From an optimization exercise on the open Yosys and OpenROAD flow, aimed at small area; shortcuts taken in it are not production practice. At most, simulation tests tie the RTL to the original design; equivalence was not proved. Function not checked in run 2: the RTL went through the layout flow alone. Power is estimated from default activity; no workload was simulated.

### design/flow/run.sh
#!/bin/bash
# synth_recipe.tcl (not shown) runs the flow's synth.tcl, then flattens the netlist and writes it again
# the make line also repeats each setting of config.mk as NAME=value (left out here)
make -C /OpenROAD-flow-scripts/flow DESIGN_CONFIG=/design/flow/config.mk WORK_HOME=/design/flow/orfs CLKGATE_MAP_FILE= SYNTH_SCRIPT=/design/flow/synth_recipe.tcl finish
### design/flow/config.mk
export PLATFORM = sky130hd
export DESIGN_NAME = top
export DESIGN_NICKNAME = top
export VERILOG_FILES = /design/flow/design.v
export SDC_FILE = /design/flow/constraint.sdc
export NUM_CORES = 4
export LEC_CHECK = 0
export CAP_MARGIN = 20
export CORE_MARGIN = 2
export CORE_UTILIZATION = 40
export SLEW_MARGIN = 20
### design/flow/constraint.sdc
create_clock -name core_clock -period 5.0 [get_ports {clk}]
set_input_delay 1.0000 -clock core_clock [delete_from_list [all_inputs] [get_ports {clk}]]
set_output_delay 1.0000 -clock core_clock [all_outputs]
set_load 0.01 [all_outputs]
### design/flow/design.v
module pwm #(
    parameter PWM_INTERVAL = 1200
)(
    input logic clk,
    input logic reset,
    input logic [$clog2(PWM_INTERVAL)-1:0] pwm_value,
    output logic pwm_out
);
    logic [$clog2(PWM_INTERVAL)-1:0] pwm_count;
    always_ff @(posedge clk) begin
        if (reset) begin
            pwm_count <= 0;
        end
        else if (pwm_count == PWM_INTERVAL - 1) begin
            pwm_count <= 0;
        end
        else begin
            pwm_count <= pwm_count + 1;
        end
    end
    assign pwm_out = (pwm_count < pwm_value) ? 1'b1 : 1'b0;
endmodule
module cycle #(
    parameter PWM_INTERVAL = 1200,        
    parameter INC_DEC_INTERVAL = 5000,    
    parameter HOLD_OFF_INC = 800,       
    parameter RAMP_INC = 400,       
    parameter HOLD_ON_INC = 800,        
    parameter INIT_PHASE_OFFSET = 0       
)(
    input clk,
    input reset,
    output reg [10:0] pwm_value            
);
    localparam HOLD_OFF = 2'b00;
    localparam RAMP_UP = 2'b01;
    localparam HOLD_ON = 2'b10;
    localparam RAMP_DOWN = 2'b11;
    reg [1:0] state;                     
    reg [31:0] counter;                  
    reg [31:0] phase_counter;            
    wire [10:0] step_value = 3;          
    always @(posedge clk) begin
        if (reset) begin
            pwm_value <= 0;
            state <= HOLD_OFF;
            counter <= 0;
            phase_counter <= INIT_PHASE_OFFSET;
        end
        else if (counter >= INC_DEC_INTERVAL - 1) begin
            counter <= 0;
            if (phase_counter >= (HOLD_OFF_INC + RAMP_INC + HOLD_ON_INC + RAMP_INC) - 1) begin
                phase_counter <= 0;
            end 
            else begin
                phase_counter <= phase_counter + 1;
            end
            case (state)
                HOLD_OFF: begin
                    if (phase_counter >= HOLD_OFF_INC) begin
                        state <= RAMP_UP;
                    end
                end
                RAMP_UP: begin
                    if (pwm_value < PWM_INTERVAL - step_value) begin
                        pwm_value <= pwm_value + step_value;
                    end 
                    else begin
                        pwm_value <= PWM_INTERVAL;   
                        state <= HOLD_ON;
                    end
                end
                HOLD_ON: begin
                    if (phase_counter >= HOLD_OFF_INC + RAMP_INC + HOLD_ON_INC) begin
                        state <= RAMP_DOWN;
                    end
                end
                RAMP_DOWN: begin
                    if (pwm_value > step_value) begin
                        pwm_value <= pwm_value - step_value;
                    end 
                    else begin
                        pwm_value <= 0; 
                        state <= HOLD_OFF;
                    end
                end
            endcase
        end 
        else begin
            counter <= counter + 1;
        end
    end
endmodule
module top (
    input clk,
    input reset,
    output RGB_R,
    output RGB_G,
    output RGB_B
);
    localparam PWM_INTERVAL = 1200;
    localparam HOLD_OFF_INC = 800;      
    localparam RAMP_INC = 400;          
    localparam HOLD_ON_INC = 800;       
    localparam PHASE_SHIFT = 800;     
    localparam PHASE_SHIFT_2 = 2*PHASE_SHIFT;    
    wire [10:0] red_val, g_val, b_val;
    wire r_pwm, g_pwm, b_pwm;
    cycle #(
        .PWM_INTERVAL(PWM_INTERVAL),
        .INC_DEC_INTERVAL(5000),  
        .HOLD_OFF_INC(HOLD_OFF_INC),
        .RAMP_INC(RAMP_INC),
        .HOLD_ON_INC(HOLD_ON_INC),
        .INIT_PHASE_OFFSET(PHASE_SHIFT_2)
    ) red (
        .clk(clk),
        .reset(reset),
        .pwm_value(red_val)
    );
    cycle #(
        .PWM_INTERVAL(PWM_INTERVAL),
        .INC_DEC_INTERVAL(5000),  
        .HOLD_OFF_INC(HOLD_OFF_INC),
        .RAMP_INC(RAMP_INC),
        .HOLD_ON_INC(HOLD_ON_INC),
        .INIT_PHASE_OFFSET(PHASE_SHIFT)
    ) green (
        .clk(clk),
        .reset(reset),
        .pwm_value(g_val)
    );
    cycle #(
        .PWM_INTERVAL(PWM_INTERVAL),
        .INC_DEC_INTERVAL(5000),  
        .HOLD_OFF_INC(HOLD_OFF_INC),
        .RAMP_INC(RAMP_INC),
        .HOLD_ON_INC(HOLD_ON_INC),
        .INIT_PHASE_OFFSET(0)
    ) blue (
        .clk(clk),
        .reset(reset),
        .pwm_value(b_val)
    );
    pwm red_pwm (.clk(clk), .reset(reset), .pwm_value(red_val), .pwm_out(r_pwm));
    pwm green_pwm (.clk(clk), .reset(reset), .pwm_value(g_val), .pwm_out(g_pwm));
    pwm blue_pwm (.clk(clk), .reset(reset), .pwm_value(b_val), .pwm_out(b_pwm));
    assign RGB_R = ~r_pwm;
    assign RGB_G = ~g_pwm;
    assign RGB_B = ~b_pwm;
endmodule
==> results of run 1 <==
stage by stage:
stage / instance area (um^2) / power [W] / hold WS [ns]
global placement: 13110 / 0.003246 / 0.4270
detailed placement: 13110 / 0.003261 / 0.4359
global route: 14240 / 0.005954 / 0.4679
floorplan: 12800 / 0.003024 / 0.4130
finish: 14240 / 0.005657 / 0.4573
CTS: 14230 / 0.005731 / 0.4547
final cells by class:
cell class | instances | area (um^2)
fill | 2954 | 16590
timing repair buffer | 15 | 117.6
inverter | 66 | 247.7
sequential | 264 | 5285
tap | 396 | 495.5
multi-input combinational | 1151 | 6973
clock inverter | 21 | 336.6
clock buffer | 33 | 780.7
logic make-up (layout without fill, tap and decap cells):
logic type | count (synthesis) | count (layout) | share of synthesized area [%]
simple gates | 631 | 631 | 24.56
other cells | 1 | 57 | 0.02979
buf+inv | 128 | 135 | 4.432
compound gates | 294 | 294 | 15.39
mux | 5 | 5 | 0.4075
xor+xnor | 104 | 104 | 7.235
flops | 264 | 264 | 41.98
fa+ha+maj | 60 | 60 | 5.963
worst max-delay path by stage:
stage	from	to	slack (ns)	cells after the start
after floorplan	blue.pwm_value[2]	RGB_B	2.43	7
after global placement	blue.pwm_value[2]	RGB_B	1.96	7
after detailed placement	blue.pwm_value[2]	RGB_B	1.91	7
after CTS	blue.pwm_value[2]	RGB_B	1.31	7
after global routing	blue.pwm_value[2]	RGB_B	1.15	7
final	blue.pwm_value[2]	RGB_B	1.31	7
synth_stat cells, types with 37 or more instances:
| library cell | number |
|---|---|
| a21oi_1 | 64 |
| a31oi_1 | 37 |
| clkbuf_1 | 49 |
| dfxtp_1 | 264 |
| ha_1 | 60 |
| inv_1 | 65 |
| nand2_1 | 89 |
| nand3_1 | 65 |
| nor2_1 | 241 |
| nor3_1 | 48 |
| nor4_1 | 50 |
| o21ai_0 | 65 |
| xnor2_1 | 52 |
| xor2_1 | 52 |
state kept, by name, summed over array words and instances, names as in the netlist:
signal,cells
blue.counter,32
blue.phase_counter,32
green.counter,32
green.phase_counter,32
red.counter,32
red.phase_counter,32
blue.pwm_value,11
blue_pwm.pwm_count,11
green.pwm_value,11
green_pwm.pwm_count,11
red.pwm_value,11
red_pwm.pwm_count,11
blue.state,2
green.state,2
red.state,2
metal layers:
| layer | up-vias | track usage [%] |
|---|---|---|
| met1 | 4811 | 21.73 |
| met3 | 53 | 1.966 |
| met2 | 162 | 26.91 |
| met5 | - | 0 |
| li1 | 5371 | - |
| met4 | 0 | 5.138 |
worst max-delay path, delay by kind of cell, from the launching register on:
family                     cells  cell delay [ns]
AOI/OAI and AO/OA              4             0.65
adders and majority gates      1             0.29
buffers and inverters          2             0.69
DFF                            1             0.51
where the power goes:
| part | leakage (nW) | internal (W) | switching [W] |
|---|---|---|---|
| registers | 2.15 | 0.00219 | 0.000103 |
| clock network | 0.533 | 0.00154 | 0.000895 |
| logic | 2.48 | 0.000389 | 0.000535 |
==> impl_results.md, run 1 <==
- Pleak: 5.167 nW
- Vias in the first global route: 9775
- Synth unique cells: 79
- Status: no timing/DRC/antenna violations
- First-pass DRT Iterations: 5
- Detail Placement HPWL: 18170 um
- Max Used Layer: met4
- Global-route wire length before repair: 46330 um
- Min cycle time layout: 3.687 ns
- EDFF count, synth: 0
- # diodes: 0
- Final GP Congestion: 0.8864
- Layout Cells excl Fill: 1946
- Worst slew margin: 27.97%
- Port buffer count: 4
- Seq cells post-synth: 264
- Min-Delay Startpoint: blue.counter[0]
- TNS Setup: 0 ns
- Dpl ws: 1.914 ns
- CP Data Arrival Time: 2.69 ns
- Commonest non-fill, non-tap cell in the layout: dfxtp_1
- Reg2reg setup slack: 2.11 ns
- CTS Buffer Depth: 3
- Vias/cell: 5.343
- Post-synth top area cell: dfxtp_1
- Syn Area/Cell: 8.466 um^2
- Worst hold endpoint: blue.counter[0]
- Largest net degree at the start of global routing: 58
- Synthesis-to-layout area growth: 13.08%
- Chip height: 181.4 um
- Yosys top cell area share: 41.98%
- Setup CP Type: register to output pin
- Setup Buffers After CTS: 0
- Met2 Wirelength: 11950 um
- Number of core rows: 64
- Tot GR Track Use: 16.12%
- Critical Path RT: 4.00 ns
- Main area contributors after synthesis: dfxtp_1, nor2_1, ha_1, xnor2_1, xor2_1
- Vias: 10400
- Crit-path cells: inv_1 > ha_1 > a21boi_0 > o21ai_0 > a21oi_1 > o31a_1 > clkdlybuf4s50_1
- RSZ-0062 raised after global routing: no
- Synthesized cell area: 0.01259 mm^2
- CP max FO: 11
- Inst Count DP: 1892
- Reg-to-Reg End: green.pwm_value[8]
- Worst-Margin Slew: 1.074 ns
- Post-synthesis sequential area ratio: 41.98%
- Met3 Routed Length: 791 um
- Slowest cell on the critical path: clkdlybuf4s50_1
- Starting Density: 40.84%
- Maxcap violations: 0
- Drt wl/cell: 13.82 um
- Sink Count: 264
- Crit end category: output pin
- Die width: 181.4 um
- Share of layout cells above drive strength 1: 5.613%
- Residual DRC: 0
- Aggregate routed wire length: 26890 um
- Fin. max-slew vios: 0
- Final period util: 73.74%
- Crit path largest cell delay: 0.56 ns
- HP Class: register to register
- Post-CTS sizing: 0
- Total gr overflow: 0
- CTS tree: done
- Post-route ant nets: 0
- Fmax: 0.2712 GHz
- Hold Buf Count CTS: 0
- Commonest cells after routing, fill and taps aside: dfxtp_1, nor2_1, nand2_1
- PD cells: 397.4 mW/mm^2
- Critical R2R Launch: green.pwm_value[4]
- Clk Latency, worst-skew pair: 0.55 ns
- Reg2Reg Depth: 6
- Final Hold Fails: 0
- Asr flop ratio synth: 0%
- Total Die Area: 0.03291 mm^2
- Util after Layout: 46.18%
- Crit start category: register
- Metal-1 WL: 13350 um
- H-tree levels: 1
- Clock root buffer: clkbuf_16
- Hold depth: 1
- Max VDD drop: 0.0002465 V
- Antenna violations before repair: 0
- Synth Instances: 1487
- Clk_skew: 0.01207 ns
- Core Area: 0.03083 mm^2
- Main synth FF type: dfxtp_1
- Final net count: 1589
- Final setup vio count: 0
- Inserted Clock Buffers: 29
- Yosys warns: 4
- Final WS setup: 1.313 ns
- I/O pin count: 5
- Reg clk slew, reported paths: 0.06 ns
- DR iter-0 viols: 784
==> run 2, diff against run 1 <==
==> design/flow/design.v (replaced) <==
module pwm (
    input  logic       clk,
    input  logic       reset,
    output logic [8:0] q,
    output logic       step
);
    localparam logic [9:0] C_START = 10'd51;
    localparam logic [9:0] C_LAST  = 10'd356;
    localparam logic [9:0] C_MASK  = 10'b0010111011;
    logic [1:0] r;
    logic [9:0] c;
    logic [2:0] low3;
    logic       c_last;
    assign c_last = ((c ^ C_LAST) & C_MASK) == 10'd0;
    always_ff @(posedge clk) begin
        if (reset) begin
            r <= 2'd0;
            q <= 9'd0;
        end else if (r == 2'd2) begin
            r <= 2'd0;
            q <= (q == 9'd399) ? 9'd0 : q + 9'd1;
        end else begin
            r <= r + 2'd1;
        end
        if (reset || c_last)
            c <= C_START;
        else
            c <= {c[8:0], c[9] ^ c[6]};
    end
    assign low3 = {q[1:0], 1'b0} + q[2:0] + {1'b0, r};
    assign step = c_last && (low3 == 3'd7);
endmodule
module cycle (
    input  logic       clk,
    input  logic       reset,
    input  logic       step,
    output logic [8:0] k,
    output logic [2:0] s,
    output logic       first
);
    always_ff @(posedge clk) begin
        if (reset) begin
            k <= 9'd1;
            s <= 3'd5;
            first <= 1'b1;
        end else if (step) begin
            k <= s[0] ? k - 9'd1 : k + 9'd1;
            if (s[0] ? (k == 9'd1) : (k == 9'd399))
                s <= (s == 3'd5) ? 3'd0 : s + 3'd1;
            if (s == 3'd2)
                first <= 1'b0;
        end
    end
endmodule
module top (
    input clk,
    input reset,
    output RGB_R,
    output RGB_G,
    output RGB_B
);
    logic [8:0] q, k;
    logic [2:0] s;
    logic step, first;
    logic cin, lit;
    logic r_on, g_on, b_on;
    pwm   carrier (.clk(clk), .reset(reset), .q(q), .step(step));
    cycle seq (.clk(clk), .reset(reset), .step(step), .k(k), .s(s), .first(first));
    assign cin = first && (s == 3'd1 || s == 3'd2);
    assign lit = ({1'b0, q} < {1'b0, k} + {9'd0, cin});
    always_comb begin
        case (s)
            3'd0: begin r_on = !first || lit; g_on = lit;  b_on = 1'b0; end
            3'd1: begin r_on = lit;          g_on = 1'b1; b_on = 1'b0; end
            3'd2: begin r_on = first && lit; g_on = 1'b1; b_on = !first && lit; end
            3'd3: begin r_on = 1'b0;         g_on = lit;  b_on = 1'b1; end
            3'd4: begin r_on = lit;          g_on = 1'b0; b_on = 1'b1; end
            default: begin r_on = !first;    g_on = 1'b0; b_on = !first && lit; end
        endcase
    end
    assign RGB_R = ~r_on;
    assign RGB_G = ~g_on;
    assign RGB_B = ~b_on;
endmodule
==> impl_results.md, run 2 <==
- Seq cells post-synth: 34 (was 264)
- Final GP Congestion: 0.7479 (was 0.8864)
- Syn Area/Cell: 8.625 um^2 (was 8.466 um^2)
- TNS Setup: 0 ns (unchanged)
- I/O pin count: 5 (unchanged)
- Largest net degree at the start of global routing: 25 (was 58)
- PD cells: 284.2 mW/mm^2 (was 397.4 mW/mm^2)
- Min-Delay Startpoint: carrier.c[2] (was blue.counter[0])
- NetSw: 0.0001360 W (was 0.001533 W)
- Crit path largest cell delay: 0.48 ns (was 0.56 ns)
- Synthesized cell area: 0.002027 mm^2 (was 0.01259 mm^2)
- Combinational power share: 6.4% (was 16.3%)
- P_int: 0.0005005 W (was 0.004124 W)
- Yosys top cell area share: 33.58% (was 41.98%)
- Hold depth: 1 (unchanged)
- CP Data Arrival Time: 3.47 ns (was 2.69 ns)
- Hold Buf Count CTS: 0 (unchanged)
- DR iter-0 viols: 72 (was 784)
- Port buffer count: 4 (unchanged)
- Detail Placement HPWL: 2679 um (was 18170 um)
- Core Area: 0.004817 mm^2 (was 0.03083 mm^2)
- Crit start category: register (unchanged)
- Post-route ant nets: 0 (unchanged)
- Reg clk slew, reported paths: 0.07 ns (was 0.06 ns)
- Clock share of power: 48.1% (was 43.1%)
- Status: no timing/DRC/antenna violations (unchanged)
- Yosys warns: 3 (was 4)
- FILL cells: 495 (was 2954)
- CP max FO: 9 (was 11)
- Aggregate routed wire length: 3717 um (was 26890 um)
- Final Hold Fails: 0 (unchanged)
- CTS Buffer Depth: 2 (was 3)
- Worst slew margin: 38.71% (was 27.97%)
- Reg2Reg Depth: 7 (was 6)
- Final setup vio count: 0 (unchanged)
- Antenna violations before repair: 0 (unchanged)
- Dpl ws: 0.8092 ns (was 1.914 ns)
- Reg2reg setup slack: 2.36 ns (was 2.11 ns)
- Clk_skew: 0.005547 ns (was 0.01207 ns)
- Crit-path cells: xnor2_1 > nor3_1 > ha_1 > and3_1 > nand3_1 > xor2_1 > ha_1 > and3_1 > a221oi_1 > o21ai_0 > o31a_1 > clkdlybuf4s50_1 (was inv_1 > ha_1 > a21boi_0 > o21ai_0 > a21oi_1 > o31a_1 > clkdlybuf4s50_1)
- Main area contributors after synthesis: dfxtp_1, ha_1, xnor2_1, nor2_1, xor2_1 (was dfxtp_1, nor2_1, ha_1, xnor2_1, xor2_1)
- RSZ-0062 raised after global routing: no (unchanged)
- Final WS setup: 0.5341 ns (was 1.313 ns)
- Vias/cell: 5.089 (was 5.343)
- Switch share: 21.36% (was 27.10%)
- Critical R2R Launch: carrier.q[0] (was green.pwm_value[4])
- Starting Density: 42.08% (was 40.84%)
- Hold WS: 0.4343 ns (was 0.4573 ns)
- Top Registers: carrier.c x10, carrier.q x9, seq.k x9
- Reg-to-Reg End: seq.k[7] (was green.pwm_value[8])
- Drt wl/cell: 12.31 um (was 13.82 um)
- Sink Count: 34 (was 264)
- Commonest cells after routing, fill and taps aside: dfxtp_1, nor2_1, ha_1 (was dfxtp_1, nor2_1, nand2_1)
- Number of core rows: 25 (was 64)
- Inst Count DP: 294 (was 1892)
- Main synth FF type: dfxtp_1 (unchanged)
- Synth unique cells: 41 (was 79)
- Die width: 75.19 um (was 181.4 um)
- H-tree levels: 2 (was 1)
- Final net count: 256 (was 1589)
- HP Class: register to register (unchanged)
- Pleak: 0.8955 nW (was 5.167 nW)
- Top cells by count, synth: dfxtp_1, nor2_1, ha_1, xnor2_1, a21oi_1 (was dfxtp_1, nor2_1, nand2_1)
- Fin. max-slew vios: 0 (unchanged)
- Top reg by flops: carrier.c
- Asr flop ratio synth: 0% (unchanged)
- Count leader, synth: dfxtp_1 (unchanged)
- Inserted Clock Buffers: 5 (was 29)
- Max VDD drop: 0.0001673 V (was 0.0002465 V)
- Vias in the first global route: 1455 (was 9775)
- Share of layout cells above drive strength 1: 6.383% (was 5.613%)
- Total power: 0.0006365 W (was 0.005657 W)
- Worst-Margin Slew: 0.9165 ns (was 1.074 ns)
- Total gr overflow: 0 (unchanged)
- Number of flip-flops in the largest register: 10
- Slowest cell on the critical path: clkdlybuf4s50_1 (unchanged)
- Reg power frac: 45.5% (was 40.6%)
- Clock root buffer: clkbuf_8 (was clkbuf_16)
- Critical Path RT: 4.00 ns (about the same)
- Residual DRC: 0 (unchanged)
- Vias: 1537 (was 10400)
- Synth Instances: 235 (was 1487)
- Post-synthesis sequential area ratio: 33.58% (was 41.98%)
- Final period util: 89.32% (was 73.74%)
- Total Die Area: 0.005653 mm^2 (was 0.03291 mm^2)
- Worst hold endpoint: carrier.c[3] (was blue.counter[0])
- First-pass DRT Iterations: 4 (was 5)
- Synthesis-to-layout area growth: 10.49% (was 13.08%)
- Global-route wire length before repair: 6548 um (was 46330 um)
- Crit end category: output pin (unchanged)
- Chip height: 75.19 um (was 181.4 um)
- Maxcap violations: 0 (unchanged)
- Setup CP Type: register to output pin (unchanged)
- Clk Latency, worst-skew pair: 0.29 ns (was 0.55 ns)
- Commonest non-fill, non-tap cell in the layout: dfxtp_1 (unchanged)
- Post-synth top area cell: dfxtp_1 (unchanged)
- Post-CTS sizing: 0 (unchanged)
- CTS tree: done (unchanged)
- # diodes: 0 (unchanged)
- Fmax: 0.2239 GHz (was 0.2712 GHz)
- Min cycle time layout: 4.466 ns (was 3.687 ns)
- Setup Buffers After CTS: 0 (unchanged)
- Layout Cells excl Fill: 302 (was 1946)
- EDFF count, synth: 0 (unchanged)
- Tot GR Track Use: 15.24% (was 16.12%)
-- run 2: cell count changes after synthesis, moves of 44 or more --
cell,delta
nand2_1,-77
a21oi_1,-51
nand3_1,-57
xor2_1,-44
nor4_1,-49
o21ai_0,-53
inv_1,-57
dfxtp_1,-230
nor2_1,-212
-- run 2: cell type report --
type                            instances  area [um^2]  share of cell area [%]
Multi-Input combinational cell        180         1260                   56.26
Sequential cell                        34        680.7                   30.39
Tap cell                               67        83.83                   3.743
Clock buffer                            5        68.82                   3.073
Clock inverter                          3        68.82                   3.073
Timing Repair Buffer                    5        47.55                   2.123
Inverter                                8        30.03                   1.341
-- run 2: per-stage QoR --
| stage | utilization (%) | instance area [um^2] |
|---|---|---|
| 2_1_floorplan | - | 2027 |
| 3_3_place_gp | 43.64 | 2102 |
| 3_5_place_dp | 43.64 | 2102 |
| 4_1_cts | 46.49 | 2240 |
| 5_1_grt | 46.49 | 2240 |
| 6_report | 46.49 | 2240 |
-- run 2: how the worst max path moves through the flow --
stage / start / to / slack (ns) / cells after the start
final: seq.s[1] / RGB_B / 0.53 / 12
after floorplan: seq.s[0] / RGB_B / 0.89 / 13
after global placement: seq.s[1] / RGB_B / 0.87 / 12
after CTS: seq.s[1] / RGB_B / 0.50 / 12
after global routing: seq.s[1] / RGB_B / 0.26 / 12
after detailed placement: seq.s[1] / RGB_B / 0.81 / 12
-- run 2: cells by family after synthesis --
group,synth area share (%)
AO/OA/AOI/OAI,11.05
adder cells (fa/ha/maj),12.72
multiplexers,1.543
AND/OR/NAND/NOR,25.80
buffers and inverters,4.259
flip-flops,33.58
XOR/XNOR,11.05
-- run 2: power groups by stage --
stage	Combinational [W]	Clock [W]	Sequential, W
CTS	0.0000418	0.000314	0.000290
global route	0.0000468	0.000327	0.000291
detailed placement	0.0000417	0	0.000296
floorplan	0.0000327	0	0.000294
global placement	0.0000401	0	0.000296
finish	0.0000405	0.000306	0.000290
-- run 2: worst max-delay path: cells and delay by family (launching register included) --
kind / cells / cell delay [ns]
xor+xnor: 2 / 0.28
compound gates: 3 / 0.81
fa+ha+maj: 2 / 0.51
simple gates: 4 / 0.64
flops: 1 / 0.47
buf+inv: 1 / 0.48
-- run 2: routing by layer --
layer  vias to the layer above  routed length (um)  GRT usage, %
met5                         -                   0             0
met1                       706                1995         21.11
li1                        816                   -             -
met3                         7                  65         4.016
met2                         8                1592         23.00
met4                         0                  63         5.263
==> run 3, diff against run 2 <==
--- a/design/flow/design.v
+++ b/design/flow/design.v
@@ -40,2 +40,8 @@
 );
+    logic [8:0] tog;
+    always_comb begin
+        tog[0] = step;
+        for (int i = 1; i < 9; i++)
+            tog[i] = tog[i-1] & (k[i-1] ^ s[0]);
+    end
     always_ff @(posedge clk) begin
@@ -45,8 +51,10 @@
             first <= 1'b1;
-        end else if (step) begin
-            k <= s[0] ? k - 9'd1 : k + 9'd1;
-            if (s[0] ? (k == 9'd1) : (k == 9'd399))
-                s <= (s == 3'd5) ? 3'd0 : s + 3'd1;
-            if (s == 3'd2)
-                first <= 1'b0;
+        end else begin
+            k <= k ^ tog;
+            if (step) begin
+                if (s[0] ? (k == 9'd1) : (k == 9'd399))
+                    s <= (s == 3'd5) ? 3'd0 : s + 3'd1;
+                if (s == 3'd2)
+                    first <= 1'b0;
+            end
         end
@@ -69,3 +77,9 @@
     assign cin = first && (s == 3'd1 || s == 3'd2);
-    assign lit = ({1'b0, q} < {1'b0, k} + {9'd0, cin});
+    logic [9:0] cy;
+    always_comb begin
+        cy[0] = cin;
+        for (int i = 0; i < 9; i++)
+            cy[i+1] = (k[i] & ~q[i]) | (cy[i] & (k[i] | ~q[i]));
+    end
+    assign lit = cy[9];
     always_comb begin
--- a/design/flow/config.mk
+++ b/design/flow/config.mk
@@ -10,2 +10,5 @@
 export CORE_UTILIZATION = 40
+export CTS_BUF_LIST = sky130_fd_sc_hd__clkbuf_4
+export CTS_CLUSTER_DIAMETER = 500
+export CTS_CLUSTER_SIZE = 100
 export SLEW_MARGIN = 20
==> impl_results.md, run 3 <==
- Status: no timing/DRC/antenna violations (unchanged)
- EDFF count, synth: 0 (unchanged)
- Min-Delay Startpoint: carrier.c[8] (was carrier.c[2])
- Number of flip-flops in the largest register: 10 (unchanged)
- Crit path largest cell delay: 0.59 ns (was 0.48 ns)
- Seq cells post-synth: 34 (unchanged)
- DR iter-0 viols: 33 (was 72)
- Synth unique cells: 46 (was 41)
- Final period util: 77.48% (was 89.32%)
- CP Buf/Inv Count: 2 (was 1)
- Commonest non-fill, non-tap cell in the layout: dfxtp_1 (unchanged)
- Slowest cell on the critical path: clkdlybuf4s50_1 (unchanged)
- Commonest cells after routing, fill and taps aside: dfxtp_1, nor2_1, xnor2_1 (was dfxtp_1, nor2_1, ha_1)
- Vias: 1339 (was 1537)
- CTS tree: done (unchanged)
- Die width: 71.88 um (was 75.19 um)
- Final net count: 217 (was 256)
- Aggregate routed wire length: 3109 um (was 3717 um)
- Hold Buf Count CTS: 0 (unchanged)
- Pleak: 0.7478 nW (was 0.8955 nW)
- Final setup vio count: 0 (unchanged)
- Asr flop ratio synth: 0% (unchanged)
- Total gr overflow: 0 (unchanged)
- # diodes: 0 (unchanged)
- Post-synth top area cell: dfxtp_1 (unchanged)
- Final Hold Fails: 0 (unchanged)
- Min cycle time layout: 3.874 ns (was 4.466 ns)
- Crit path from: seq.s[0] (was seq.s[1])
- Main area contributors after synthesis: dfxtp_1, nor2_1, xnor2_1, ha_1, xor2_1 (was dfxtp_1, ha_1, xnor2_1, nor2_1, xor2_1)
- Synthesized cell area: 0.001843 mm^2 (was 0.002027 mm^2)
- Crit-path cells: buf_4 > xor2_1 > a311oi_1 > o221ai_1 > a211oi_2 > o31ai_2 > a222oi_1 > clkdlybuf4s50_1 (was xnor2_1 > nor3_1 > ha_1 > and3_1 > nand3_1 > xor2_1 > ha_1 > and3_1 > a221oi_1 > o21ai_0 > o31a_1 > clkdlybuf4s50_1)
- Clk_skew: 0.003308 ns (was 0.005547 ns)
- Syn Area/Cell: 8.947 um^2 (was 8.625 um^2)
- Setup Buffers After CTS: 0 (unchanged)
- Core Area: 0.004384 mm^2 (was 0.004817 mm^2)
- Tot GR Track Use: 13.93% (was 15.24%)
- Clock root buffer: clkbuf_4 (was clkbuf_8)
- H-tree levels: 2 (unchanged)
- Area after DPL: 0.001889 mm^2 (was 0.002102 mm^2)
- Top Registers: carrier.c x10, carrier.q x9, seq.k x9 (unchanged)
- Setup CP Type: register to output pin (unchanged)
- I/O pin count: 5 (unchanged)
- CP max FO: 28 (was 9)
- Count leader, synth: dfxtp_1 (unchanged)
- Largest net degree at the start of global routing: 29 (was 25)
- Number of core rows: 24 (was 25)
- Global-route wire length before repair: 5526 um (was 6548 um)
- First-pass DRT Iterations: 4 (unchanged)
- Worst-Margin Slew: 0.7455 ns (was 0.9165 ns)
- CTS Buffer Depth: 2 (unchanged)
- Reg clk slew, reported paths: 0.11 ns (was 0.07 ns)
- Drt wl/cell: 11.96 um (was 12.31 um)
- Vias/cell: 5.150 (was 5.089)
- Clk Latency, worst-skew pair: 0.34 ns (was 0.29 ns)
- Detail Placement HPWL: 2235 um (was 2679 um)
- Top reg by flops: carrier.c (unchanged)
- Post-synthesis sequential area ratio: 36.93% (was 33.58%)
- TNS Setup: 0 ns (unchanged)
- Starting Density: 42.04% (was 42.08%)
- CP Data Arrival Time: 2.87 ns (was 3.47 ns)
- Yosys warns: 3 (unchanged)
- Top cells by count, synth: dfxtp_1, nor2_1, xnor2_1, nand2_1 (was dfxtp_1, nor2_1, ha_1, xnor2_1, a21oi_1)
- Chip height: 71.88 um (was 75.19 um)
- Crit start category: register (unchanged)
- Critical R2R Launch: carrier.q[0] (unchanged)
- Final GP Congestion: 0.7771 (was 0.7479)
- Worst slew margin: 50.15% (was 38.71%)
- Critical Path RT: 4.00 ns (about the same)
- Port buffer count: 4 (unchanged)
- Inserted Clock Buffers: 5 (unchanged)
- Final instance area: 0.001961 mm^2 (was 0.002240 mm^2)
- Post-CTS sizing: 0 (unchanged)
- RSZ-0062 raised after global routing: no (unchanged)
- Fin. max-slew vios: 0 (unchanged)
- Sink Count: 34 (unchanged)
- Antenna violations before repair: 0 (unchanged)
- Synth Instances: 206 (was 235)
- Share of layout cells above drive strength 1: 7.692% (was 6.383%)
- Total Die Area: 0.005167 mm^2 (was 0.005653 mm^2)
- Post-route ant nets: 0 (unchanged)
- Synthesis-to-layout area growth: 6.381% (was 10.49%)
- Crit end category: output pin (unchanged)
- Reg2reg setup slack: 2.29 ns (was 2.36 ns)
- HP Class: register to register (unchanged)
- Total power: 0.0005301 W (was 0.0006365 W)
- Vias in the first global route: 1217 (was 1455)
- Maxcap violations: 0 (unchanged)
- Max VDD drop: 0.0001598 V (was 0.0001673 V)
- Yosys top cell area share: 36.93% (was 33.58%)
- FILL cells: 451 (was 495)
- Top Family by Delay on Critical Path: compound AO/OA/AOI/OAI gates (unchanged)
- Residual DRC: 0 (unchanged)
- Main synth FF type: dfxtp_1 (unchanged)
- PD cells: 270.4 mW/mm^2 (was 284.2 mW/mm^2)
- Fmax: 0.2581 GHz (was 0.2239 GHz)
## run 3: cell types whose count changed after synthesis, sizes merged, moves of 4 or more
cell and delta:
and3 -4, buf +5, clkbuf -8, ha -13, nand2b +5, nand4 -4
o21ai -9, o22ai +5, or3 -5
## run 3: routing by layer
metal  part of all wire, %  up-vias  GRT usage, %
li1                      -      706             -
met1                    52      609         18.72
met2                    42       17         20.58
met3                   3.9        7         4.219
met4                   2.0        0         6.289
met5                     0        -             0
## run 3: metrics by stage
step                instances  hold WS, ns  util [%]  setup slack [ns]
floorplan                 206       0.4057         -             2.183
global placement          253       0.4095     43.09             1.554
detailed placement        253       0.4182     43.09             1.520
CTS                       260       0.4467     44.72             1.126
global route              260       0.4650     44.72            0.9216
finish                    260       0.4393     44.72             1.126
## run 3: cell families (layout without fill, tap and decap cells)
| logic type | count (synthesis) | in the layout | share of synthesized area (%) |
|---|---|---|---|
| AO/OA/AOI/OAI | 30 | 30 | 12.22 |
| XOR/XNOR | 22 | 22 | 11.27 |
| adder cells (fa/ha/maj) | 9 | 9 | 6.246 |
| buffers and inverters | 20 | 22 | 5.635 |
| flip-flops | 34 | 34 | 36.93 |
| multiplexers | 4 | 4 | 2.444 |
| AND/OR/NAND/NOR | 87 | 87 | 25.25 |
## run 3: where the power goes
| part | internal [W] | total (W) | switching [W] |
|---|---|---|---|
| registers | 0.000281 | 0.000291 | 0.00000968 |
| logic | 0.0000233 | 0.0000443 | 0.0000211 |
| clock network | 0.000101 | 0.000195 | 0.0000941 |
| total | 0.000405 | 0.000530 | 0.000125 |
## run 3: area by class of cell
class | instances | area (um^2) | area share [%]
flip-flops and latches | 34 | 680.7 | 34.72
clock inverters | 2 | 33.78 | 1.723
clock buffers | 5 | 37.54 | 1.914
well taps | 52 | 65.06 | 3.318
multi-input cells | 152 | 1059 | 53.99
repair buffers | 5 | 47.55 | 2.425
inverters | 10 | 37.54 | 1.914
## run 3: worst paths after layout
check	cells past startpoint	end
worst max-delay path	8	RGB_G
worst min-delay path	1	carrier.c[9]
worst max register to register	8	seq.s[1]
worst min register to register	1	carrier.c[9]
## run 3: worst register-to-register path, delay by kind of cell, from the launching register on
kind,cells,cell delay (ns)
compound gates,1,0.41
xor+xnor,1,0.29
fa+ha+maj,2,0.69
flops,1,0.51
mux,1,0.16
simple gates,3,0.51
==> run 4, diff against run 3 <==
--- a/design/flow/config.mk
+++ b/design/flow/config.mk
@@ -10,3 +10,2 @@
 export CORE_UTILIZATION = 40
-export CTS_BUF_LIST = sky130_fd_sc_hd__clkbuf_4
 export CTS_CLUSTER_DIAMETER = 500
==> impl_results.md, run 4 <==
- Status: no timing/DRC/antenna violations (unchanged)
- Combinational power share: 7.6% (was 8.4%)
- Detail Placement HPWL: 2235 um (unchanged)
- Vias in the first global route: 1210 (was 1217)
- P_int: 0.0004638 W (was 0.0004053 W)
- Setup CP Type: register to output pin (unchanged)
- Reg2Reg Depth: 8 (unchanged)
- Syn Area/Cell: 8.947 um^2 (unchanged)
- Max VDD drop: 0.0001673 V (was 0.0001598 V)
- Commonest non-fill, non-tap cell in the layout: dfxtp_1 (unchanged)
- Top Family by Delay on Critical Path: compound AO/OA/AOI/OAI gates (unchanged)
- Commonest cells after routing, fill and taps aside: dfxtp_1, nor2_1, xnor2_1 (unchanged)
- FILL cells: 447 (was 451)
- Final Hold Fails: 0 (unchanged)
- RSZ-0062 raised after global routing: no (unchanged)
- Hold WS: 0.4294 ns (was 0.4393 ns)
- Post-synth top area cell: dfxtp_1 (unchanged)
- Worst hold endpoint: carrier.c[3] (was carrier.c[9])
- Tot GR Track Use: 13.67% (was 13.93%)
- Total gr overflow: 0 (unchanged)
- Maxcap violations: 0 (unchanged)
- Clk_skew: 0.004294 ns (was 0.003308 ns)
- Dpl ws: 1.520 ns (unchanged)
- Seq cells post-synth: 34 (unchanged)
- Min-Delay Startpoint: carrier.c[2] (was carrier.c[8])
- Pleak: 0.7664 nW (was 0.7478 nW)
- CTS tree: done (unchanged)
- Total power: 0.0005903 W (was 0.0005301 W)
- DR iter-0 viols: 36 (was 33)
- Residual DRC: 0 (unchanged)
- Main area contributors after synthesis: dfxtp_1, nor2_1, xnor2_1, ha_1, xor2_1 (unchanged)
- Aggregate routed wire length: 3108 um (was 3109 um)
- Vias/cell: 5.096 (was 5.150)
- Post-synthesis sequential area ratio: 36.93% (unchanged)
- Switch share: 21.44% (was 23.55%)
- Yosys top cell area share: 36.93% (unchanged)
- Clk Latency, worst-skew pair: 0.27 ns (was 0.34 ns)
- NetSw: 0.0001265 W (was 0.0001249 W)
- Final setup vio count: 0 (unchanged)
- Asr flop ratio synth: 0% (unchanged)
- TNS Setup: 0 ns (unchanged)
- Final WS setup: 1.207 ns (was 1.126 ns)
- Crit path largest cell delay: 0.59 ns (about the same)
- Final period util: 75.87% (was 77.48%)
- Share of layout cells above drive strength 1: 8.173% (was 7.692%)
- Top Registers: carrier.c x10, carrier.q x9, seq.k x9 (unchanged)
- Count leader, synth: dfxtp_1 (unchanged)
- Synth Instances: 206 (unchanged)
- Number of core rows: 24 (unchanged)
- PD cells: 294.9 mW/mm^2 (was 270.4 mW/mm^2)
- Setup Buffers After CTS: 0 (unchanged)
- Vias: 1325 (was 1339)
- Chip height: 71.88 um (unchanged)
- Die width: 71.88 um (unchanged)
- Reg clk slew, reported paths: 0.07 ns (was 0.11 ns)
- Post-route ant nets: 0 (unchanged)
- First-pass DRT Iterations: 4 (unchanged)
- EDFF count, synth: 0 (unchanged)
- Crit start category: register (unchanged)
- Fmax: 0.2636 GHz (was 0.2581 GHz)
- Critical R2R Launch: carrier.q[0] (unchanged)
- Port buffer count: 4 (unchanged)
- Worst slew margin: 50.19% (was 50.15%)
- Top cells by count, synth: dfxtp_1, nor2_1, xnor2_1, nand2_1 (unchanged)
- Post-CTS sizing: 0 (unchanged)
- Sink Count: 34 (unchanged)
- Final GP Congestion: 0.7771 (unchanged)
- Reg power frac: 49.3% (was 54.8%)
- HP Class: register to register (unchanged)
- CP max FO: 28 (unchanged)
- Synthesis-to-layout area growth: 8.622% (was 6.381%)
- H-tree levels: 2 (unchanged)
- Crit end category: output pin (unchanged)
- Slowest cell on the critical path: clkdlybuf4s50_1 (unchanged)
- Crit-path cells: buf_4 > xor2_1 > a311oi_1 > o221ai_1 > a211oi_2 > o31ai_2 > a222oi_1 > clkdlybuf4s50_1 (unchanged)
- Largest net degree at the start of global routing: 29 (unchanged)
- CP Buf/Inv Count: 2 (unchanged)
- Antenna violations before repair: 0 (unchanged)
- Critical Path RT: 4.00 ns (about the same)
- Reg-to-Reg End: seq.s[1] (unchanged)
- # diodes: 0 (unchanged)
- Starting Density: 42.04% (unchanged)
- Global-route wire length before repair: 5554 um (was 5526 um)
- Min cycle time layout: 3.793 ns (was 3.874 ns)
- Total Die Area: 0.005167 mm^2 (unchanged)
- Number of flip-flops in the largest register: 10 (unchanged)
- Clock share of power: 43.2% (was 36.8%)
- Hold depth: 1 (unchanged)
- Yosys warns: 3 (unchanged)
- Top reg by flops: carrier.c (unchanged)
- CP Data Arrival Time: 2.79 ns (was 2.87 ns)
- Final net count: 217 (unchanged)
- Drt wl/cell: 11.95 um (was 11.96 um)
- CTS Buffer Depth: 2 (unchanged)
- Fin. max-slew vios: 0 (unchanged)
- Clock root buffer: clkbuf_8 (was clkbuf_4)
- I/O pin count: 5 (unchanged)
- Synthesized cell area: 0.001843 mm^2 (unchanged)
- Main synth FF type: dfxtp_1 (unchanged)
- Reg2reg setup slack: 2.29 ns (about the same)
- Core Area: 0.004384 mm^2 (unchanged)
- Synth unique cells: 46 (unchanged)
- Worst-Margin Slew: 0.7448 ns (was 0.7455 ns)
- Inserted Clock Buffers: 5 (unchanged)
- Hold Buf Count CTS: 0 (unchanged)
[run 4: cell counts after synthesis]
No cell type changed its count.
[run 4: how the worst max path moves through the flow]
stage              from    end  slack [ns]  cells after the start
6_report       seq.s[0]  RGB_G        1.21                      8
5_1_grt        seq.s[0]  RGB_G        1.01                      8
4_1_cts        seq.s[0]  RGB_G        1.20                      8
3_5_place_dp   seq.s[0]  RGB_G        1.52                      8
3_3_place_gp   seq.s[0]  RGB_G        1.55                      8
2_1_floorplan  seq.s[0]  RGB_G        2.18                      7
[run 4: worst reg2reg max path, cell delays in order, from the launching register on]
cell and delay (ns):
dfxtp_1 0.50, fa_1 0.47, ha_1 0.22, xor3_1 0.30, nand4_2 0.30, a2111oi_4 0.41
nand2_1 0.15, mux2i_1 0.16, nor2_1 0.05
[run 4: area by class of cell]
type                            count  area (um^2)  area share (%)
Timing Repair Buffer                5        47.55           2.375
Multi-Input combinational cell    152         1059           52.88
Inverter                           10        37.54           1.875
Sequential cell                    34        680.7           34.00
Clock buffer                        6        82.58           4.125
Clock inverter                      1        30.03           1.500
Tap cell                           52        65.06           3.250
[run 4: power by group through the flow]
stage | combinational (W) | clock, W | sequential (W)
after floorplan | 0.0000388 | 0 | 0.000294
after global placement | 0.0000450 | 0 | 0.000297
after detailed placement | 0.0000453 | 0 | 0.000297
after CTS | 0.0000458 | 0.000263 | 0.000291
after global routing | 0.0000517 | 0.000273 | 0.000293
final | 0.0000446 | 0.000255 | 0.000291
[run 4: stage by stage]
stage,std cells,area [um^2],util (%)
floorplan,206,1843,-
global placement,253,1889,43.09
detailed placement,253,1889,43.09
CTS,260,2002,45.66
global route,260,2002,45.66
finish,260,2002,45.66
[run 4: logic make-up after synthesis]
| family | share of synthesized area [%] |
|---|---|
| XOR/XNOR | 11.27 |
| AO/OA/AOI/OAI | 12.22 |
| adder cells (fa/ha/maj) | 6.246 |
| flip-flops | 36.93 |
| AND/OR/NAND/NOR | 25.25 |
| buffers and inverters | 5.635 |
| multiplexers | 2.444 |
[run 4: per-layer routing]
layer	GRT usage (%)	up-vias	routed length, um	share of wire (%)
met4	4.403	0	37	1.2
li1	-	703	-	-
met3	3.376	4	70	2.3
met2	21.19	12	1322	43
met1	18.72	606	1678	54
met5	0	-	0	0
==> run 5, diff against run 4 <==
--- a/design/flow/config.mk
+++ b/design/flow/config.mk
@@ -10,4 +10,2 @@
 export CORE_UTILIZATION = 40
-export CTS_CLUSTER_DIAMETER = 500
-export CTS_CLUSTER_SIZE = 100
 export SLEW_MARGIN = 20
==> impl_results.md, run 5 <==
- Crit-path cells: buf_4 > xor2_1 > a311oi_1 > o221ai_1 > a211oi_2 > o31ai_2 > a222oi_1 > clkdlybuf4s50_1 (unchanged)
- Syn Area/Cell: 8.947 um^2 (unchanged)
- Seq cells post-synth: 34 (unchanged)
- Max VDD drop: 0.0001673 V (unchanged)
- Chip height: 71.88 um (unchanged)
- Worst slew margin: 50.19% (unchanged)
- Min cycle time layout: 3.793 ns (unchanged)
- Post-CTS sizing: 0 (unchanged)
- Final WS setup: 1.207 ns (unchanged)
- CP Data Arrival Time: 2.79 ns (about the same)
- Maxcap violations: 0 (unchanged)
- Fmax: 0.2636 GHz (unchanged)
- Aggregate routed wire length: 3108 um (unchanged)
- Yosys warns: 3 (unchanged)
- Slowest cell on the critical path: clkdlybuf4s50_1 (unchanged)
- Setup CP Type: register to output pin (unchanged)
- Total gr overflow: 0 (unchanged)
- Worst-Margin Slew: 0.7448 ns (unchanged)
- Residual DRC: 0 (unchanged)
- TNS Setup: 0 ns (unchanged)
- CTS tree: done (unchanged)
- Crit end category: output pin (unchanged)
- Util after Layout: 45.66% (unchanged)
- Antenna violations before repair: 0 (unchanged)
- Final instance area: 0.002002 mm^2 (unchanged)
- Global-route wire length before repair: 5554 um (unchanged)
- I/O pin count: 5 (unchanged)
- Die width: 71.88 um (unchanged)
- CP max FO: 28 (unchanged)
- CP Buf/Inv Count: 2 (unchanged)
- Critical Path RT: 4.00 ns (about the same)
- Total Die Area: 0.005167 mm^2 (unchanged)
- Synthesized cell area: 0.001843 mm^2 (unchanged)
- Top Registers: carrier.c x10, carrier.q x9, seq.k x9 (unchanged)
- Yosys top cell area share: 36.93% (unchanged)
- HP Class: register to register (unchanged)
- Area after DPL: 0.001889 mm^2 (unchanged)
- Post-synth top area cell: dfxtp_1 (unchanged)
- Vias in the first global route: 1210 (unchanged)
- Sink Count: 34 (unchanged)
- RSZ-0062 raised after global routing: no (unchanged)
- Count leader, synth: dfxtp_1 (unchanged)
- Starting Density: 42.04% (unchanged)
- Main area contributors after synthesis: dfxtp_1, nor2_1, xnor2_1, ha_1, xor2_1 (unchanged)
- Port buffer count: 4 (unchanged)
- Final period util: 75.87% (unchanged)
- Inserted Clock Buffers: 5 (unchanged)
- Status: no timing/DRC/antenna violations (unchanged)
- # diodes: 0 (unchanged)
- Number of flip-flops in the largest register: 10 (unchanged)
- Detail Placement HPWL: 2235 um (unchanged)
- EDFF count, synth: 0 (unchanged)
- Final GP Congestion: 0.7771 (unchanged)
- Share of layout cells above drive strength 1: 8.173% (unchanged)
- Asr flop ratio synth: 0% (unchanged)
- Fin. max-slew vios: 0 (unchanged)
- Commonest non-fill, non-tap cell in the layout: dfxtp_1 (unchanged)
- Clk Latency, worst-skew pair: 0.27 ns (about the same)
- Top cells by count, synth: dfxtp_1, nor2_1, xnor2_1, nand2_1 (unchanged)
- Dpl ws: 1.520 ns (unchanged)
- First-pass DRT Iterations: 4 (unchanged)
- Hold WS: 0.4294 ns (unchanged)
- Clk_skew: 0.004294 ns (unchanged)
- Reg clk slew, reported paths: 0.07 ns (about the same)
- Post-route ant nets: 0 (unchanged)
- Crit path largest cell delay: 0.59 ns (about the same)
- Hold Buf Count CTS: 0 (unchanged)
- PD cells: 294.9 mW/mm^2 (unchanged)
- Synth unique cells: 46 (unchanged)
- Core Area: 0.004384 mm^2 (unchanged)
- Top Family by Delay on Critical Path: compound AO/OA/AOI/OAI gates (unchanged)
- DR iter-0 viols: 36 (unchanged)
- Vias: 1325 (unchanged)
- Final Hold Fails: 0 (unchanged)
- Number of core rows: 24 (unchanged)
- Top reg by flops: carrier.c (unchanged)
- Synthesis-to-layout area growth: 8.622% (unchanged)
- CTS Buffer Depth: 2 (unchanged)
- Largest net degree at the start of global routing: 29 (unchanged)
- Post-synthesis sequential area ratio: 36.93% (unchanged)
- Main synth FF type: dfxtp_1 (unchanged)
- Synth Instances: 206 (unchanged)
- Clock root buffer: clkbuf_8 (unchanged)
- FILL cells: 447 (unchanged)
- Pleak: 0.7664 nW (unchanged)
- Commonest cells after routing, fill and taps aside: dfxtp_1, nor2_1, xnor2_1 (unchanged)
- Setup Buffers After CTS: 0 (unchanged)
- Crit start category: register (unchanged)
- H-tree levels: 2 (unchanged)
- Tot GR Track Use: 13.67% (unchanged)
- Vias/cell: 5.096 (unchanged)
- Final setup vio count: 0 (unchanged)
- Drt wl/cell: 11.95 um (unchanged)
- Final net count: 217 (unchanged)
[run 5: cell counts in the layout (fill, tap and decap cells not counted)]
No cell type changed its count.
[run 5: logic make-up (layout without fill, tap and decap cells)]
kind of cell | Yosys count | in the layout | synth area share (%)
adders and majority gates | 9 | 9 | 6.246
AOI/OAI and AO/OA | 30 | 30 | 12.22
muxes | 4 | 4 | 2.444
DFF | 34 | 34 | 36.93
and+or+nand+nor | 87 | 87 | 25.25
xor gates and xnor gates | 22 | 22 | 11.27
buffers and inverters | 20 | 22 | 5.635
[run 5: worst register-to-register path: cells and delay by family (launching register included)]
kind | cells | cell delay [ns]
fa+ha+maj | 2 | 0.69
xor+xnor | 1 | 0.30
compound gates | 1 | 0.41
flops | 1 | 0.50
simple gates | 3 | 0.50
mux | 1 | 0.16
[run 5: per-stage QoR]
step | instances | total power [W]
2_1_floorplan | 206 | 0.0003332
3_3_place_gp | 253 | 0.0003418
3_5_place_dp | 253 | 0.0003423
4_1_cts | 260 | 0.0005995
5_1_grt | 260 | 0.0006169
6_report | 260 | 0.0005903
[run 5: where the power goes]
group          internal (W)  switching, W  leakage [nW]   total, W
clock              0.000159     0.0000953        0.0573   0.000255
combinational     0.0000233     0.0000213         0.432  0.0000446
sequential         0.000281    0.00000991         0.277   0.000291
[run 5: area by class of cell]
class,instances,area (um^2),share of cell area (%)
Multi-Input combinational cell,152,1059,52.88
Clock buffer,6,82.58,4.125
Timing Repair Buffer,5,47.55,2.375
Inverter,10,37.54,1.875
Clock inverter,1,30.03,1.500
Sequential cell,34,680.7,34.00
Tap cell,52,65.06,3.250
[run 5: final timing paths]
| check | endpoint | from | slack, ns | depth (start not counted) |
|---|---|---|---|---|
| max | RGB_G | seq.s[0] | 1.21 | 8 |
| min | carrier.c[3] | carrier.c[2] | 0.43 | 1 |
| max reg2reg | seq.s[1] | carrier.q[0] | 2.29 | 8 |
| min reg2reg | carrier.c[3] | carrier.c[2] | 0.43 | 1 |
[run 5: layer usage]
metal	global-route usage [%]	up-vias	wire [um]
li1	-	703	-
met1	18.72	606	1678
met2	21.19	12	1322
met3	3.376	4	70
met4	4.403	0	37
met5	0	-	0

static timing again, ports no longer ideal:
The results above use ideal ports. As a check the final layouts listed here were re-extracted and re-timed, cells and wires unchanged.
Step 1 sets driving cells, clkbuf_16 on the clock port and buf_2 on the other inputs (assumed; they add their load-dependent delay and slew).
Step 2 moves the port delays by t, midway between the first and last clock arrival at a register: inputs arrive t later, outputs are due t later. That takes back most of the time a late clock gives input paths.
a / b / c = ideal / step 1 / step 2; a / b = the first two.
run | t, ns | slack for setup (ns) | clock arrival spread, ns
run 1 | 0.593 | 1.313 / 1.263 / 1.857 | 0.015 / 0.015
run 2 | 0.313 | 0.534 / 0.506 / 0.819 | 0.006 / 0.006
run 3 | 0.357 | 1.126 / 1.103 / 1.460 | 0.003 / 0.004
run 4 | 0.299 | 1.207 / 1.180 / 1.479 | 0.005 / 0.004
run 5 | 0.299 | 1.207 / 1.180 / 1.479 | 0.005 / 0.004
After both steps every run listed still meets setup and hold.
